From an optimization exercise on the open Yosys and OpenROAD flow, aimed at small area and a short achievable clock period; shortcuts taken in it are not production practice.
RTL that was checked went through simulation tests only; none was proved equivalent to the original.

Setup of build 43:
Design mac_unit, start of the top module:
module mac_unit #(
    parameter AW = 16,
    parameter BW = 16,
    parameter ACCW = 40,
    parameter SIGNED = 0
)(
    input  wire clk,
    input  wire rst_n,
    input  wire en,
    input  wire valid_in,
    input  wire [AW-1:0] a,
    input  wire [BW-1:0] b,
    output reg  valid_out,
    output reg  [ACCW-1:0] acc_out
);
Settings: LEC_CHECK=0, CAP_MARGIN=20, CORE_MARGIN=2, CORE_UTILIZATION=40, SETUP_SLACK_MARGIN=3, SLEW_MARGIN=20, SYNTH_HIERARCHICAL=1, SYNTH_MINIMUM_KEEP_SIZE=0; clock period 7.0 ns.
run.sh (not shown) runs the stock make flow with config.mk's settings and CLKGATE_MAP_FILE= SYNTH_SCRIPT=/design/flow/synth_recipe.tcl, a recipe that flattens the netlist after the stock synthesis.
Relative to build 43, the following input files were edited for build 62:
Settings: SETUP_SLACK_MARGIN changed from 3 to 2.
--- outcome ---
Compared with build 43, build 62 shows wire length of the first global-routing pass that has gone down slightly. Changes observed in build 62 relative to build 43: design area decreased 1.6%; count of placed standard cells including taps essentially unchanged; met2 track demand over resource in global routing increased 0.25 points. Build 43 -> build 62: mux share of post-synthesis cell area flat. Build 62 reports a lower cell count than build 43 does.
Input-level comparison between build 52 and build 62:
Settings: a change of SETUP_SLACK_MARGIN from 2 to 4.
Build 52 has completed all stages; timing, DRC and antenna checks passed. Build 52: combined global-route utilization of all metal layers is 0.54 points higher than what build 62 reported. Of build 62 and build 52, build 52 shows the lower fraction of standard cell area that is sequential, with build 62 above it. Re number of clock buffers in the layout: no difference whatsoever between build 52 and build 62.
Function was not checked in any run of this note: the RTL went through the layout flow alone.


Another version of the RTL of mac_unit (not shown whole).
For scale: about 1600 cells after synthesis, roughly 120 flip-flops, about 77 I/O pins, about 0.013 mm2 of cells after synthesis.
// mac_unit
module mac_unit #(
    parameter AW = 16,
    parameter BW = 16,
    parameter ACCW = 40,
    parameter SIGNED = 0
)(
    input  wire clk,
    input  wire rst_n,
    input  wire en,
    input  wire valid_in,
    input  wire [AW-1:0] a,
    input  wire [BW-1:0] b,
    output reg  valid_out,
    output reg  [ACCW-1:0] acc_out
);
  reg [80:0] pr;
  reg valid_reg;
  wire [39:0] nacc = ~acc_out;
  wire p1;
  wire p2;
  wire p3;
  wire p4;
  wire p5;
  wire p6;
  wire p7;
  wire p8;
  wire p9;
  wire p10;
  wire p11;
  wire p12;
  wire p13;
  wire p14;
  wire p15;
  wire p16;
  wire p17;
  wire p18;
  wire p19;
  wire p20;
  wire p21;
  wire p22;
  wire p23;
  wire p24;
  wire p25;
  wire p26;
  wire p27;
  wire p28;
  wire p29;
  wire p30;
  wire p31;
  wire p32;
  wire p33;
  wire p34;
  wire p35;
  wire p36;
  wire p37;
  wire p38;
  wire p39;
  wire p40;
  wire p41;
  wire p42;
  wire p43;
  wire p44;
  wire p45;
  wire p46;
  wire p47;
  wire p48;
  wire p49;
  wire p50;
  wire p51;
  wire p52;
  wire p53;
  wire p54;
  wire p55;
  wire p56;
  wire p57;
  wire p58;
  wire p59;
  wire p60;
  wire p61;
  wire p62;
  wire p63;
  wire p64;
  wire p65;
  wire p66;
  wire p67;
  wire p68;
  wire p69;
  wire p70;
  wire p71;
  wire p72;
  wire p73;
  wire p74;
  wire p75;
  wire p76;
  wire p77;
  wire p78;
  wire p79;
  wire p80;
  wire p81;
  wire p82;
  wire p83;
  wire p84;
  wire p85;
  wire p86;
  wire p87;
  wire p88;
  wire p89;
  wire p90;
  wire p91;
  wire p92;
  wire p93;
  wire p94;
  wire p95;
  wire p96;
  wire p97;
  wire p98;
  wire p99;
  wire p100;
  wire p101;
  wire p102;
  wire p103;
  wire p104;
  wire p105;
  wire p106;
  wire p107;
  wire p108;
  wire p109;
  wire p110;
  wire p111;
  wire p112;
  wire p113;
  wire p114;
  wire p115;
  wire p116;
  wire p117;
  wire p118;
  wire p119;
  wire p120;
  wire p121;
  wire p122;
  wire p123;
  wire p124;
  wire p125;
  wire p126;
  wire p127;
  wire p128;
  wire p129;
  wire p130;
  ...
make LEC_CHECK=0 ABC_AREA=1 CAP_MARGIN=20 CORE_MARGIN=2 CORE_UTILIZATION=65 CTS_BUF_LIST='sky130_fd_sc_hd__clkbuf_4 sky130_fd_sc_hd__clkbuf_8' SETUP_SLACK_MARGIN=3.7 SLEW_MARGIN=20 SYNTH_HIERARCHICAL=1 SYNTH_MINIMUM_KEEP_SIZE=0 finish   # period 7.0 ns
==> next run, changes <==
ABC_AREA = not set   (was 1)
CORE_UTILIZATION = 80   (was 65)
PLACE_DENSITY = 0.8   (was not set)
The changed run did not get past 5_1_grt with DPL-0038.
Area after synthesis falls by 9.2%.
Synthesized cell count drops by about 26%.
==> next run, changes <==
CORE_UTILIZATION = 72   (was 80)
PLACE_DENSITY = not set   (was 0.8)
Result:
- This time the run went through all stages and came out clean
- area after synthesis stays the same
- synthesized cell count is unchanged
==> next run, changes <==
CORE_UTILIZATION = 65   (was 72)
SETUP_SLACK_MARGIN = 3.75   (was 3.7)
=>
- worst setup slack improves by 0.18 ns
- cell count rises by 2.4%
- global-route usage drops by 7.3 points
- via count falls by 5.1%
- utilization falls by 7.5 points
- sequential share of layout area decreases by 0.51 points
- area after synthesis stays the same
- clock skew is about the same
- worst hold slack barely changes
- design area rose by 2.8%
==> next run, changes <==
SETUP_SLACK_MARGIN = 3.7   (was 3.75)
TNS_END_PERCENT = 50   (was not set)
Utilization went down by 3.8 points.
Routed wire length went down by 2.9%.
Final area went down by 4.9%.
Cell count went down by 2.0%.
Fmax went down by 0.51%.
==> next run, changes <==
SETUP_SLACK_MARGIN = 3.9   (was 3.7)
TNS_END_PERCENT = not set   (was 50)
After rerunning: Utilization went up by 12 points; sequential cell count is unchanged; global-route usage grows by 4.1 points; final area is higher by about a fifth.

[re-timing with driven ports]
In the flow no input, the clock included, has a driving cell. The finished layouts below were timed again as built, in two steps. Step 1 sets driving cells, clkbuf_16 on the clock port and buf_2 on the other inputs (assumed; they add their load-dependent delay and slew). Step 2 moves the port delays by t, midway between the first and last clock arrival at a register: inputs arrive t later, outputs are due t later. That takes back most of the time a late clock gives input paths. a / b / c = ideal / step 1 / step 2; a / b = the first two.
| run | shift t [ns] | setup WS [ns] | worst hold slack (ns) | worst setup path after step 2 |
|---|---|---|---|---|
| build 43 | 0.396 | 2.792 / 2.788 / 2.392 | 0.468 / 0.468 / 0.468 | input to register |
| build 62 | 0.394 | 2.136 / 2.152 / 1.758 | 0.477 / 0.477 / 0.477 | input to register |
| build 52 | 0.403 | 2.704 / 2.702 / 2.299 | 0.487 / 0.487 / 0.487 | input to register |
| the first run of note 2 | 0.492 | 3.727 / 3.725 / 3.232 | 0.473 / 0.473 / 0.473 | input to register |
| the third run of note 2 | 0.502 | 3.505 / 3.505 / 3.136 | 0.491 / 0.491 / 0.491 | input to register |
| the fourth run of note 2 | 0.487 | 3.681 / 3.582 / 3.095 | 0.490 / 0.490 / 0.490 | input to register |
| the fifth run of note 2 | 0.489 | 3.664 / 3.679 / 3.190 | 0.494 / 0.494 / 0.494 | input to register |
| the sixth run of note 2 | 0.501 | 3.529 / 3.529 / 3.035 | 0.491 / 0.491 / 0.491 | input to register |
After both steps setup and hold are still met in every run listed. For the fourth run of note 2, which loses most, drivers alone change the setup slack by -0.099 ns; drivers and shift together by -0.586 ns.
